This design comes from an exercise in tuning for small area and a short achievable clock period on the open sky130 flow, not from production work.
In this exercise RTL edits were held to simulation tests only and were not proved equivalent to the original.
The flow treats the clock pin as an ideal source. Dropping or thinning the clock tree relies on that and would not hold on a real chip.

Setup of v10:
Design mult_top, start of the top module:
module mult_top (
    input             clk,
    input      [31:0] mplier,
    input      [31:0] mcand,
    output     [63:0] product
);
    reg  [31:0] mplier_q;
    reg  [31:0] mcand_q;
    reg  [63:0] product_q;
    wire [63:0] product_d;
    signed_array_mplier #(.N(32)) u_mult (
        .mplier (mplier_q),
        .mcand  (mcand_q),
        .product(product_d)
    );
    always @(posedge clk) begin
        mplier_q  <= mplier;
        mcand_q   <= mcand;
        product_q <= product_d;
    end
    assign product = product_q;
endmodule
Size: roughly 2800 cells after synthesis, ~130 flip-flops, about 130 I/O pins, roughly 24000 µm² of cells after synthesis.
export LEC_CHECK = 0
export ABC_AREA = 1
export CAP_MARGIN = 20
export CORE_MARGIN = 2
export CORE_UTILIZATION = 40
export SLEW_MARGIN = 20
export SYNTH_HIERARCHICAL = 1
export SYNTH_MINIMUM_KEEP_SIZE = 0
create_clock -name core_clock -period 28.0 [get_ports {clk}]
standard.sh (not shown) runs the stock make flow with config.mk's settings and CLKGATE_MAP_FILE= SYNTH_SCRIPT=/design/flow/synth_recipe.tcl, a recipe that flattens the netlist after the stock synthesis.
==> flow/flow/run.sh <==
#!/bin/bash
# Own layout flow: the standard flow (standard.sh) with the standard
# synthesis unchanged, then the layout steps with
#  - plain buffers (buf_2) on the ports,
#  - a two-level balanced clock tree (flow/cts_own.tcl) in place of ORFS's CTS,
#  - repair_timing aiming at a slack margin below the fixed clock period, so
#    that it sizes and buffers the multiplier's critical paths.
# The output of each make run is in make_*.log here; each step's log is in
# orfs/logs/.
set -euo pipefail
export OWN_FLOW_DIR=$(pwd)/flow
bash standard.sh synth > make_synth.log 2>&1
bash standard.sh \
  SETUP_SLACK_MARGIN=21.6 \
  "BUFFER_PORTS_ARGS=-buffer_cell sky130_fd_sc_hd__buf_2" \
  PRE_CTS_TCL=$OWN_FLOW_DIR/cts_own.tcl \
  finish > make_finish.log 2>&1
Other scripts of this flow, unchanged in this note and not shown: flow/flow/cts_own.tcl
The flow did not stop early for v10: all stages ran, and the layout cleared the timing, design-rule and antenna checks.
### v10 -> v9
==> flow/flow/run.sh <==
#!/bin/bash
# Own layout flow: the standard flow (standard.sh) with the standard
# synthesis unchanged, then the layout steps with
#  - plain buffers on the ports: buf_2 on the outputs, buf_1 on the inputs
#    (flow/inbuf.tcl),
#  - a two-level balanced clock tree (flow/cts_own.tcl) in place of ORFS's CTS,
#  - repair_timing aiming at a slack margin below the fixed clock period, so
#    that it sizes and buffers the multiplier's critical paths.
# The output of each make run is in make_*.log here; each step's log is in
# orfs/logs/.
set -euo pipefail
export OWN_FLOW_DIR=$(pwd)/flow
bash standard.sh synth > make_synth.log 2>&1
bash standard.sh \
  SETUP_SLACK_MARGIN=21.55 \
  "BUFFER_PORTS_ARGS=-buffer_cell sky130_fd_sc_hd__buf_2" \
  PRE_CTS_TCL=$OWN_FLOW_DIR/cts_own.tcl \
  PRE_RESIZE_TCL=$OWN_FLOW_DIR/inbuf.tcl \
  finish > make_finish.log 2>&1
==> flow/flow/inbuf.tcl (new file) <==
# Own flow (sourced as PRE_RESIZE_TCL): the input ports keep their buffer, but
# the smallest one (buf_1): the paths from the inputs have a lot of slack.
set own_n 0
foreach inst [[ord::get_db_block] getInsts] {
  if {[string match "input*" [$inst getName]] && [[$inst getMaster] getName] eq "sky130_fd_sc_hd__buf_2"} {
    replace_cell [$inst getName] sky130_fd_sc_hd__buf_1
    incr own_n
  }
}
puts "own flow: $own_n input port buffers set to buf_1"
Findings:
v9 | status: complete | timing, DRC, antenna: pass
On final critical-path setup slack: between v9 and v10, it ends up lower for v9.
v9 and v10 ended up with nearly the same wire length.
Utilization v10 -> v9: down
Changes in v50 relative to v9:
==> flow/flow/run.sh <==
#!/bin/bash
# Own layout flow: the standard flow (standard.sh) with the standard
# synthesis unchanged, then the layout steps with
#  - plain buffers (buf_2) on the ports,
#  - a two-level balanced clock tree (flow/cts_own.tcl) in place of ORFS's CTS,
#  - repair_timing aiming at a slack margin below the fixed clock period, so
#    that it sizes and buffers the multiplier's critical paths.
# The output of each make run is in make_*.log here; each step's log is in
# orfs/logs/.
set -euo pipefail
export OWN_FLOW_DIR=$(pwd)/flow
bash standard.sh synth > make_synth.log 2>&1
bash standard.sh \
  SETUP_SLACK_MARGIN=21.55 \
  "BUFFER_PORTS_ARGS=-buffer_cell sky130_fd_sc_hd__buf_2" \
  PRE_CTS_TCL=$OWN_FLOW_DIR/cts_own.tcl \
  finish > make_finish.log 2>&1
removed: flow/flow/inbuf.tcl
==> comparison <==
- v50 completed; timing, DRC and antenna clean
- On share of the cycle needed by the critical path after routing, v9 and v50 are neck and neck.
- Looking at count of inverters other than clock inverters in the layout, v50 sits about 0.9% below v9.
- There was hardly any difference in final design instance area without fill between v50 and v9.
- v50 has detailed router's first-iteration violation count above what v9 had.
- When v50 is set beside v9, its least setup slack across all paths after layout turns out to be 0.011 ns larger.
- v50 does worse than v9 on hold slack.
- Uppermost metal layer occupied by signal nets: met5 -> v9, met4 -> v50
- v50 against v9; global-route wire length before repair is down slightly.
- v50 against v9: net count of the finished layout did not really move; total met2 wirelength after detailed routing went up; core utilization did not really move.
## Diff of input files: v24 against v50
-- flow/flow/run.sh --
<<< v50, line 15
  "BUFFER_PORTS_ARGS=-buffer_cell sky130_fd_sc_hd__buf_2" \
  PRE_CTS_TCL=$OWN_FLOW_DIR/cts_own.tcl \
  finish > make_finish.log 2>&1
>>> v24, line 15
  "BUFFER_PORTS_ARGS=-buffer_cell sky130_fd_sc_hd__buf_2" \
  PRE_CTS_TCL=$OWN_FLOW_DIR/cts_own.tcl \
  SKIP_GATE_CLONING=1 \
  finish > make_finish.log 2>&1
Findings:
- [compare] base=v50 new=v24: worst hold slack up 0.16 ns; overall routing resource usage flat; fill cell total of the finished layout flat.
- Re slew of the pin with the lowest slew margin: v50 was lower than v24.
- v50 -> v24: post-route clock period utilization flat
- [compare] base=v50 new=v24: sequential fraction of total cell area ~0 delta.
- Status: final routed wirelength across all metal layers parity (v50, v24)
- Routed length on met3: v24 vs v50 down 2.1%
No run of this note takes its clock network from TritonCTS; it comes from the design's own scripts or RTL.


## delta
Starting RTL as in the previous note.
clock: 28.0 ns
lec_check: 0
abc_area: 1
cap_margin: 20
core_margin: 2
core_utilization: 40
slew_margin: 20
synth_hierarchical: 1
synth_minimum_keep_size: 0
==> flow/flow/run.sh <==
#!/bin/bash
# Own layout flow: the standard flow (standard.sh) with the standard
# synthesis unchanged, then the layout steps with
#  - plain buffers (buf_2) on the ports,
#  - a two-level balanced clock tree (flow/cts_own.tcl) in place of ORFS's CTS,
#  - repair_timing aiming at a slack margin below the fixed clock period, so
#    that it sizes and buffers the multiplier's critical paths.
# The output of each make run is in make_*.log here; each step's log is in
# orfs/logs/.
set -euo pipefail
export OWN_FLOW_DIR=$(pwd)/flow
bash standard.sh synth > make_synth.log 2>&1
bash standard.sh \
  SETUP_SLACK_MARGIN=21.5 \
  "BUFFER_PORTS_ARGS=-buffer_cell sky130_fd_sc_hd__buf_2" \
  PRE_CTS_TCL=$OWN_FLOW_DIR/cts_own.tcl \
  finish > make_finish.log 2>&1
Other scripts of this flow, unchanged in this note and not shown: flow/flow/cts_own.tcl
delta went all the way through the flow, and no timing, DRC or antenna check failed.
[inputs] quartz vs delta
diff --git a/flow/flow/run.sh b/flow/flow/run.sh
--- a/flow/flow/run.sh
+++ b/flow/flow/run.sh
@@ -13,3 +13,3 @@
 bash standard.sh \
-  SETUP_SLACK_MARGIN=21.5 \
+  SETUP_SLACK_MARGIN=21.45 \
   "BUFFER_PORTS_ARGS=-buffer_cell sky130_fd_sc_hd__buf_2" \
Findings:
- Total global routing track utilization across quartz and delta: no real change.
- Via count of the first global-routing pass: delta vs quartz — no meaningful difference
- The higher first-pass iteration count of the detailed router came out of delta.
- When quartz is measured against delta, its core utilization turns out 0.17 points lower.
- Routed length on met1: quartz < delta
- Comparing delta with quartz, the clock latency reported for the late side of the worst-skew pair came out essentially unchanged.
- quartz: final instance area lower than delta
- Result for quartz and delta: all clean
- Between delta and quartz, the global-route wire length before repair does not differ in any meaningful way.
In every run of this note, the design's own scripts or RTL, not TritonCTS, make the clock network.

-- separate check: timing with driven ports --
Ports are ideal in the flow. The routed layouts listed here were re-timed in OpenROAD. Step 1 (the two cells are an assumption about what drives the block):
set clk [get_ports {clk}]
set_driving_cell -lib_cell sky130_fd_sc_hd__clkbuf_16 $clk
set_driving_cell -lib_cell sky130_fd_sc_hd__buf_2 [delete_from_list [all_inputs] $clk]
Step 2 adds t to the input delays and takes it off the output delays; t is the mean of the earliest and latest rising clock arrival at the registers after step 1. Input paths then give back, and output paths get back, about the clock's delay inside the block. Three values: ideal ports, drivers, drivers and shift; two values: the first two.
run	t (ns)	setup slack, ns	worst register clock-pin slew, ns	cell pins on the clock port's net
v10	0.442	21.601 / 21.475 / 21.776	0.11 / 0.11	4
v9	0.440	21.584 / 21.457 / 21.722	0.11 / 0.11	4
v50	0.440	21.595 / 21.470 / 21.704	0.11 / 0.11	4
v24	0.441	21.598 / 21.471 / 21.763	0.10 / 0.10	4
delta	0.442	21.589 / 21.464 / 21.642	0.11 / 0.11	4
quartz	0.444	21.574 / 21.462 / 21.574	0.10 / 0.10	4
After both steps every run listed still meets setup and hold.
